What follows belongs to an exercise in optimizing a design on an open flow for small area, a short achievable clock period and few clock cycles per item; a production flow would make more cautious choices. Function not checked in this run: the RTL went through the layout flow alone.

File: config.mk
export PLATFORM = sky130hd
export DESIGN_NAME = pe_core_v3
export DESIGN_NICKNAME = pe_core_v3
export VERILOG_FILES = /design/flow/design.v
export SDC_FILE = /design/flow/constraint.sdc
export NUM_CORES = 4
export LEC_CHECK = 0
export ABC_CLOCK_PERIOD_IN_PS = 12000
export CAP_MARGIN = 35
export CORE_MARGIN = 2
export CORE_UTILIZATION = 50
export SLEW_MARGIN = 35
File: constraint.sdc
create_clock -name core_clock -period 65.0 [get_ports {clk}]
set_input_delay 13.0000 -clock core_clock [delete_from_list [all_inputs] [get_ports {clk}]]
set_output_delay 13.0000 -clock core_clock [all_outputs]
set_load 0.01 [all_outputs]
File: design.v
`timescale 1ns/1ps
module pe_divrow #(parameter W = 2) (
    input  [W-2:0] r,
    input          abit,
    input  [31:0]  b,
    output         q,
    output [W-1:0] rn
);
    wire [W-1:0] t = {r, abit};
    wire [W:0] d = {1'b0, t} - {1'b0, b[W-1:0]};
    generate
        if (W == 32) begin : full
            assign q = ~d[W];
        end else begin : part
            assign q = ~d[W] & ~|b[31:W];
        end
    endgenerate
    assign rn = q ? d[W-1:0] : t;
endmodule
module pe_core_v3 (
    input clk,
    input rst_n,
    input [31:0] opcode,
    input [31:0] op1,
    input [31:0] op2,
    input [31:0] op3,
    input valid_in,
    output reg [31:0] result_out,
    output reg result_valid
);
    reg        v0;
    reg [11:0] op0;
    reg [31:0] a0, b0, c0;
    always @(posedge clk or negedge rst_n)
        if (!rst_n) v0 <= 1'b0;
        else        v0 <= valid_in;
    always @(posedge clk) begin
        op0 <= opcode[31:20];
        a0  <= op1;
        b0  <= op2;
        c0  <= op3;
    end
    wire [6:0] cls = op0[11:5];
    wire [4:0] fn  = op0[4:0];
    wire c_ar  = (cls == 7'b0000001);
    wire c_fp  = (cls == 7'b0000010);
    wire c_cmp = (cls == 7'b0010000);
    wire vld1  = v0 & (c_ar | c_fp | c_cmp);
    wire isdiv1 = c_ar & (fn == 5'b00100);
    wire mul_only = c_ar & (fn == 5'b00011);
    wire [31:0] mac = a0 * b0 + (mul_only ? 32'd0 : c0);
    wire [32:0] sb  = {1'b0, a0} - {1'b0, b0};
    wire [31:0] sum = a0 + b0;
    wire [31:0] neg = 32'd0 - a0;
    wire lt = sb[32];
    wire eq = (sb[31:0] == 32'd0);
    reg  [31:0] oth;
    always @* begin
        oth = 32'd0;
        case (1'b1)
            c_ar: case (fn)
                5'b00001: oth = sum;
                5'b00010: oth = sb[31:0];
                5'b00011: oth = mac;    
                5'b00101: oth = mac;
                5'b00110: oth = mac;
                5'b01001: oth = a0 & b0;
                5'b01010: oth = a0 | b0;
                5'b01011: oth = a0 ^ b0;
                5'b01100: oth = a0 << b0[4:0];
                5'b01101: oth = a0 >> b0[4:0];
                default:  oth = 32'd0;
            endcase
            c_fp: case (fn)
                5'b00001: oth = mac;
                5'b01011: oth = a0[31] ? 32'd0 : a0;
                5'b01101: oth = a0[31] ? neg : a0;
                5'b01110: oth = neg;
                5'b10000: oth = lt ? a0 : b0;
                5'b10001: oth = lt ? b0 : a0;
                default:  oth = 32'd0;
            endcase
            c_cmp: case (fn)
                5'b00001: oth = {31'd0, eq};
                5'b00010: oth = {31'd0, ~eq};
                5'b00011: oth = {31'd0, lt};
                5'b00100: oth = {31'd0, lt | eq};
                5'b00101: oth = {31'd0, ~lt & ~eq};
                5'b00110: oth = {31'd0, ~lt};
                default:  oth = 32'd0;
            endcase
            default: oth = 32'd0;
        endcase
    end
    wire q_31; wire [0:0] rn_31;
    assign q_31 = ~|b0[31:1] & (a0[31] | ~b0[0]);
    assign rn_31 = q_31 ? (a0[31] ^ b0[0]) : a0[31];
    wire [31:0] aq_31 = {a0[30:0], q_31};
    wire q_30; wire [1:0] rn_30;
    pe_divrow #(.W(2)) row_30 (.r(rn_31), .abit(aq_31[31]), .b(b0), .q(q_30), .rn(rn_30));
    wire [31:0] aq_30 = {aq_31[30:0], q_30};
    wire q_29; wire [2:0] rn_29;
    pe_divrow #(.W(3)) row_29 (.r(rn_30), .abit(aq_30[31]), .b(b0), .q(q_29), .rn(rn_29));
    wire [31:0] aq_29 = {aq_30[30:0], q_29};
    wire q_28; wire [3:0] rn_28;
    pe_divrow #(.W(4)) row_28 (.r(rn_29), .abit(aq_29[31]), .b(b0), .q(q_28), .rn(rn_28));
    wire [31:0] aq_28 = {aq_29[30:0], q_28};
    wire q_27; wire [4:0] rn_27;
    pe_divrow #(.W(5)) row_27 (.r(rn_28), .abit(aq_28[31]), .b(b0), .q(q_27), .rn(rn_27));
    wire [31:0] aq_27 = {aq_28[30:0], q_27};
    wire q_26; wire [5:0] rn_26;
    pe_divrow #(.W(6)) row_26 (.r(rn_27), .abit(aq_27[31]), .b(b0), .q(q_26), .rn(rn_26));
    wire [31:0] aq_26 = {aq_27[30:0], q_26};
    wire q_25; wire [6:0] rn_25;
    pe_divrow #(.W(7)) row_25 (.r(rn_26), .abit(aq_26[31]), .b(b0), .q(q_25), .rn(rn_25));
    wire [31:0] aq_25 = {aq_26[30:0], q_25};
    wire q_24; wire [7:0] rn_24;
    pe_divrow #(.W(8)) row_24 (.r(rn_25), .abit(aq_25[31]), .b(b0), .q(q_24), .rn(rn_24));
    wire [31:0] aq_24 = {aq_25[30:0], q_24};
    reg [7:0] R1; reg [31:0] AQ1, B1; reg isd1; reg v1;
    always @(posedge clk or negedge rst_n)
        if (!rst_n) v1 <= 1'b0;
        else        v1 <= vld1;
    always @(posedge clk) begin
        R1 <= rn_24;
        AQ1 <= aq_24;
        B1 <= (isdiv1 ? b0 : oth);
        isd1 <= isdiv1;
    end
    wire q_23; wire [8:0] rn_23;
    pe_divrow #(.W(9)) row_23 (.r(R1), .abit(AQ1[31]), .b(B1), .q(q_23), .rn(rn_23));
    wire [31:0] aq_23 = {AQ1[30:0], q_23};
    wire q_22; wire [9:0] rn_22;
    pe_divrow #(.W(10)) row_22 (.r(rn_23), .abit(aq_23[31]), .b(B1), .q(q_22), .rn(rn_22));
    wire [31:0] aq_22 = {aq_23[30:0], q_22};
    wire q_21; wire [10:0] rn_21;
    pe_divrow #(.W(11)) row_21 (.r(rn_22), .abit(aq_22[31]), .b(B1), .q(q_21), .rn(rn_21));
    wire [31:0] aq_21 = {aq_22[30:0], q_21};
    wire q_20; wire [11:0] rn_20;
    pe_divrow #(.W(12)) row_20 (.r(rn_21), .abit(aq_21[31]), .b(B1), .q(q_20), .rn(rn_20));
    wire [31:0] aq_20 = {aq_21[30:0], q_20};
    wire q_19; wire [12:0] rn_19;
    pe_divrow #(.W(13)) row_19 (.r(rn_20), .abit(aq_20[31]), .b(B1), .q(q_19), .rn(rn_19));
    wire [31:0] aq_19 = {aq_20[30:0], q_19};
    wire q_18; wire [13:0] rn_18;
    pe_divrow #(.W(14)) row_18 (.r(rn_19), .abit(aq_19[31]), .b(B1), .q(q_18), .rn(rn_18));
    wire [31:0] aq_18 = {aq_19[30:0], q_18};
    reg [13:0] R2; reg [31:0] AQ2, B2; reg isd2; reg v2;
    always @(posedge clk or negedge rst_n)
        if (!rst_n) v2 <= 1'b0;
        else        v2 <= v1;
    always @(posedge clk) begin
        R2 <= rn_18;
        AQ2 <= aq_18;
        B2 <= B1;
        isd2 <= isd1;
    end
    wire q_17; wire [14:0] rn_17;
    pe_divrow #(.W(15)) row_17 (.r(R2), .abit(AQ2[31]), .b(B2), .q(q_17), .rn(rn_17));
    wire [31:0] aq_17 = {AQ2[30:0], q_17};
    wire q_16; wire [15:0] rn_16;
    pe_divrow #(.W(16)) row_16 (.r(rn_17), .abit(aq_17[31]), .b(B2), .q(q_16), .rn(rn_16));
    wire [31:0] aq_16 = {aq_17[30:0], q_16};
    wire q_15; wire [16:0] rn_15;
    pe_divrow #(.W(17)) row_15 (.r(rn_16), .abit(aq_16[31]), .b(B2), .q(q_15), .rn(rn_15));
    wire [31:0] aq_15 = {aq_16[30:0], q_15};
    wire q_14; wire [17:0] rn_14;
    pe_divrow #(.W(18)) row_14 (.r(rn_15), .abit(aq_15[31]), .b(B2), .q(q_14), .rn(rn_14));
    wire [31:0] aq_14 = {aq_15[30:0], q_14};
    wire q_13; wire [18:0] rn_13;
    pe_divrow #(.W(19)) row_13 (.r(rn_14), .abit(aq_14[31]), .b(B2), .q(q_13), .rn(rn_13));
    wire [31:0] aq_13 = {aq_14[30:0], q_13};
    reg [18:0] R3; reg [31:0] AQ3, B3; reg isd3; reg v3;
    always @(posedge clk or negedge rst_n)
        if (!rst_n) v3 <= 1'b0;
        else        v3 <= v2;
    always @(posedge clk) begin
        R3 <= rn_13;
        AQ3 <= aq_13;
        B3 <= B2;
        isd3 <= isd2;
    end
    wire q_12; wire [19:0] rn_12;
    pe_divrow #(.W(20)) row_12 (.r(R3), .abit(AQ3[31]), .b(B3), .q(q_12), .rn(rn_12));
    wire [31:0] aq_12 = {AQ3[30:0], q_12};
    wire q_11; wire [20:0] rn_11;
    pe_divrow #(.W(21)) row_11 (.r(rn_12), .abit(aq_12[31]), .b(B3), .q(q_11), .rn(rn_11));
    wire [31:0] aq_11 = {aq_12[30:0], q_11};
    wire q_10; wire [21:0] rn_10;
    pe_divrow #(.W(22)) row_10 (.r(rn_11), .abit(aq_11[31]), .b(B3), .q(q_10), .rn(rn_10));
    wire [31:0] aq_10 = {aq_11[30:0], q_10};
    wire q_9; wire [22:0] rn_9;
    pe_divrow #(.W(23)) row_9 (.r(rn_10), .abit(aq_10[31]), .b(B3), .q(q_9), .rn(rn_9));
    wire [31:0] aq_9 = {aq_10[30:0], q_9};
    wire q_8; wire [23:0] rn_8;
    pe_divrow #(.W(24)) row_8 (.r(rn_9), .abit(aq_9[31]), .b(B3), .q(q_8), .rn(rn_8));
    wire [31:0] aq_8 = {aq_9[30:0], q_8};
    reg [23:0] R4; reg [31:0] AQ4, B4; reg isd4; reg v4;
    always @(posedge clk or negedge rst_n)
        if (!rst_n) v4 <= 1'b0;
        else        v4 <= v3;
    always @(posedge clk) begin
        R4 <= rn_8;
        AQ4 <= aq_8;
        B4 <= B3;
        isd4 <= isd3;
    end
    wire q_7; wire [24:0] rn_7;
    pe_divrow #(.W(25)) row_7 (.r(R4), .abit(AQ4[31]), .b(B4), .q(q_7), .rn(rn_7));
    wire [31:0] aq_7 = {AQ4[30:0], q_7};
    wire q_6; wire [25:0] rn_6;
    pe_divrow #(.W(26)) row_6 (.r(rn_7), .abit(aq_7[31]), .b(B4), .q(q_6), .rn(rn_6));
    wire [31:0] aq_6 = {aq_7[30:0], q_6};
    wire q_5; wire [26:0] rn_5;
    pe_divrow #(.W(27)) row_5 (.r(rn_6), .abit(aq_6[31]), .b(B4), .q(q_5), .rn(rn_5));
    wire [31:0] aq_5 = {aq_6[30:0], q_5};
    wire q_4; wire [27:0] rn_4;
    pe_divrow #(.W(28)) row_4 (.r(rn_5), .abit(aq_5[31]), .b(B4), .q(q_4), .rn(rn_4));
    wire [31:0] aq_4 = {aq_5[30:0], q_4};
    reg [27:0] R5; reg [31:0] AQ5, B5; reg isd5; reg v5;
    always @(posedge clk or negedge rst_n)
        if (!rst_n) v5 <= 1'b0;
        else        v5 <= v4;
    always @(posedge clk) begin
        R5 <= rn_4;
        AQ5 <= aq_4;
        B5 <= B4;
        isd5 <= isd4;
    end
    wire q_3; wire [28:0] rn_3;
    pe_divrow #(.W(29)) row_3 (.r(R5), .abit(AQ5[31]), .b(B5), .q(q_3), .rn(rn_3));
    wire [31:0] aq_3 = {AQ5[30:0], q_3};
    wire q_2; wire [29:0] rn_2;
    pe_divrow #(.W(30)) row_2 (.r(rn_3), .abit(aq_3[31]), .b(B5), .q(q_2), .rn(rn_2));
    wire [31:0] aq_2 = {aq_3[30:0], q_2};
    wire q_1; wire [30:0] rn_1;
    pe_divrow #(.W(31)) row_1 (.r(rn_2), .abit(aq_2[31]), .b(B5), .q(q_1), .rn(rn_1));
    wire [31:0] aq_1 = {aq_2[30:0], q_1};
    wire q_0; wire [31:0] rn_0;
    pe_divrow #(.W(32)) row_0 (.r(rn_1), .abit(aq_1[31]), .b(B5), .q(q_0), .rn(rn_0));
    wire [31:0] aq_0 = {aq_1[30:0], q_0};
    always @(posedge clk or negedge rst_n)
        if (!rst_n) result_valid <= 1'b0;
        else        result_valid <= v5;
    always @(posedge clk)
        result_out <= isd5 ? aq_0 : B5;
endmodule
File: run.sh
#!/bin/bash
# synth_recipe.tcl (not shown) runs the flow's synth.tcl, then flattens the netlist and writes it again
# the make line also repeats each setting of config.mk as NAME=value (left out here)
make -C /OpenROAD-flow-scripts/flow DESIGN_CONFIG=/design/flow/config.mk WORK_HOME=/design/flow/orfs CLKGATE_MAP_FILE= SYNTH_SCRIPT=/design/flow/synth_recipe.tcl finish
==> results.txt <==
-- state kept, by name (all words and copies together), names as in the netlist, 14 cells and up --
register	cells
R4	24
b0	32
R3	19
AQ3	32
R5	28
B3	32
B4	32
c0	32
AQ2	32
R2	14
B1	32
AQ4	32
result_out	32
a0	32
AQ1	32
B5	32
AQ5	32
B2	32
-- stage by stage --
step	worst slack (ns)	instance area [sq um]	instances	hold slack, ns
after floorplan	50.06	66900	8124	0.310
after global placement	47.44	70300	9840	0.310
after detailed placement	47.41	70400	9843	0.312
after CTS	47.25	72800	9965	0.321
after global routing	45.30	72800	9967	0.327
final	47.05	72800	9977	0.305
-- cell usage in the layout (no fill, tap or decap), drive strengths merged, types with 55 or more instances in the layout --
cell type,Yosys,layout
inv,895,904
nand2,771,771
ha,758,758
nor2,655,655
dfxtp,558,558
a21oi,505,505
o21ai,487,487
fa,470,470
xnor2,343,343
mux2,266,266
a21o,160,160
nor3,152,152
clkdlybuf4s50,0,143
xor2,130,130
o21a,129,129
mux2i,126,126
nand3,126,126
buf,81,120
nor2b,92,92
clkbuf,230,88
nand2b,83,83
or3,64,64
o31ai,60,60
and2,59,59
a211oi,59,59
o211ai,55,55
-- layer usage --
metal | global-route usage | vias to the layer above | routed length [um]
met5 | 0.00175 | - | 83
met4 | 0.261 | 14 | 21300
met3 | 0.0722 | 908 | 17800
met2 | 0.606 | 2457 | 116000
met1 | 0.405 | 28700 | 92900
li1 | - | 28200 | -
-- kinds of logic after synthesis --
group                    after synthesis
flip-flops                           565
AO/OA/AOI/OAI                       2005
XOR/XNOR                             473
AND/OR/NAND/NOR                     2218
multiplexers                         408
buffers and inverters               1227
adder cells (fa/ha/maj)             1228
-- area by class of cell --
class	count	area [sq um]	area share
Multi-Input combinational cell	6332	51100	0.701
Sequential cell	565	11400	0.156
Inverter	916	3440	0.0472
Timing Repair Buffer	264	2350	0.0323
Tap cell	1768	2210	0.0304
Clock buffer	87	1890	0.0260
Clock inverter	35	487	0.00668
Antenna cell	10	25.0	0.000344
-- critical path, delay by kind of cell (launching register included) --
kind,cells,cell delay (ns)
flip-flops,1,0.60
multiplexers,2,0.72
AO/OA/AOI/OAI,46,11.35
AND/OR/NAND/NOR,9,1.32
adder cells (fa/ha/maj),6,2.22
buffers and inverters,7,1.54
-- Yosys cell counts (33+ instances only) --
cell type	count
nand3_1	126
a21oi_1	503
nand2_1	771
buf_1	59
o21a_1	129
a31oi_1	47
xnor2_1	343
and3_1	43
o211ai_1	55
o221ai_1	37
nor3_1	151
nand2b_1	83
a21o_1	160
nor2b_1	92
mux2i_1	126
o22ai_1	33
clkbuf_1	229
fa_1	470
xor2_1	130
mux2_2	266
a211oi_1	57
nor4_1	41
o21bai_1	53
dfxtp_1	558
inv_1	885
or3_1	64
and2_1	58
nor2_1	655
a22oi_1	50
o31ai_1	59
a221oi_1	50
o21ai_0	479
ha_1	758
-- worst paths after layout --
check / from / end / slack [ns] / cells past startpoint
max in group asynchronous: rst_n / v1 / 52.21 / 1
worst max-delay path: B1[1] / R2[5] / 47.05 / 70
worst max register to register: B1[1] / R2[5] / 47.05 / 70
worst min-delay path: AQ2[10] / AQ3[15] / 0.30 / 0
min in group asynchronous: rst_n / v4 / 12.56 / 1
worst min register to register: AQ2[10] / AQ3[15] / 0.30 / 0
==> out/qor.csv <==
stage;metric;value;unit
outcome;status;finished clean;
logic_synthesis;Post-Synth XOR/XNOR Area;0.0619;
global_routing;Overall Global Routing Usage;0.360;
logic_synthesis;Synth Flop Type;dfxtp_1;
global_routing;grt total ovfl;0;
routing;Starting DRT DRC Count;4908;
clocking;Clock Root Buffer;clkbuf_16;
clocking;Worst-Skew Late Latency;0.74;ns
clocking;TritonCTS clock tree;yes;
clocking;CTS clk-pin slew, worst paths;0.06;ns
timing;Final Cycle Share;0.276;
clocking;post-CTS sizing;0;
routing;vias per cell;6.04;
timing;final setup fails;0;
timing;Clock Skew;0.0600;ns
timing;post-layout minimum cycle time;17.95;ns
global_routing;initial antenna violation count;17;
clocking;CTS sink cnt;565;
timing;worst-margin pin slew;1.01;ns
logic_synthesis;Mapped Area;66900;sq um
logic_synthesis;top post-synthesis cells by area;dfxtp_1 17%, ha_1 14%, fa_1 14%;
clocking;H-tree Lvls;3;
floorplan;die area;137000;sq um
logic_synthesis;Simple-Gate Fraction of Synth Area;0.152;
worst_setup_path;max incr delay on CP;0.77;ns
floorplan;Initial Util;0.502;
cells_and_area;layout cells sized above 1;0.0787;
worst_setup_path;kind of critical path;register to register;
routing;antenna-violating nets left;0;
worst_setup_path;crit path DAT;18.53;ns
logic_synthesis;Synth Instances;8124;
logic_synthesis;adder-cell share of the synthesized area;0.282;
worst_setup_path;Worst Path Required;65.58;ns
logic_synthesis;register area share after synthesis;0.170;
clocking;clock tree buffer depth;3;
floorplan;Die Wd;370;um
timing;Peak Freq;55.7;MHz
logic_synthesis;Yosys warning count;1;
clocking;TritonCTS Buffers;68;
logic_synthesis;cell accounting for the most synthesized area;dfxtp_1;
logic_synthesis;Post-synth EDFFs;0;
timing;relative slew slack;0.322;
global_routing;largest net degree at the start of global routing;75;
worst_setup_path;Top cell by count, worst path;o21ai_0;
logic_synthesis;synthesis-stage register bit count;565;
job;Max-Cap Viols;0;
routing;final wirelength;248000;um
timing;total negative setup slack;0;ns
floorplan;Die Ht;370;um
global_routing;global-route wire length before repair;370000;um
cells_and_area;nets;9506;
timing;Hold Vio Cnt, Final;0;
routing;Remaining DRCs;0;
cells_and_area;Final Util;0.547;
routing;wire length per cell;24.9;um
clocking;Post-CTS Setup Bufs;0;
timing;RSZ-0062 raised after global routing;no;
routing;Vias;60300;
logic_synthesis;syn_nets;9483;
logic_synthesis;library cells used by synthesis;98;
logic_synthesis;top-area cell type share of the netlist area;0.167;
cells_and_area;Fill cells;12700;
place;detailed placer's ending HPWL;193000;um
worst_setup_path;Critical Path Start Type;register;
logic_synthesis;Async SR Flop Fraction;0.0124;
floorplan;# rows;134;
logic_synthesis;syn_area_per_cell;8.23;sq um
place;number of port buffers;143;
logic_synthesis;Compound-Gate Fraction of Synth Area;0.196;
clocking;post-cts hold buffer count;0;
place;RD Place Congestion;1.04;
cells_and_area;P&R area growth vs syn;8.87;%
global_routing;vias in the first global route;60100;
floorplan;core area;133000;sq um
worst_setup_path;Critical Path Sink Type;register;
routing;DRT Pass-1 Iters;9;
logic_synthesis;mux contribution to synthesized area;0.0690;
worst_hold_path;Worst Hold Class;register to register;
floorplan;I/O pin count;164;
worst_setup_path;Critical-path top delay cell;a221oi_1;
timing;Max Slew Vio Count;0;
worst_setup_path;Max FO, Critical Path;16;
logic_synthesis;largest family of logic cells by synthesized area;adder cells;

[re-timing with driven ports]
Ports are ideal in the flow. The routed layout listed here was re-timed in OpenROAD.
Step 1 assumes that a clkbuf_16 drives the clock port and a buf_2 every other input.
Step 2 times the ports against the registers' clock, not the clock port: input delays grow and output delays shrink by t, the midpoint of the rising clock arrivals with the driver on.
a / b / c = ideal ports / drivers / drivers and shift; a / b = the first two.
shift t [ns]: 0.795
setup WS [ns]: 47.055 / 47.055 / 47.055
worst slew at a driven data input, ns: 0.10
pins driven straight from the clock port: 1
After both steps this run still meets setup and hold. For this run, drivers alone change the setup slack by 0.000 ns; drivers and shift together by 0.000 ns.
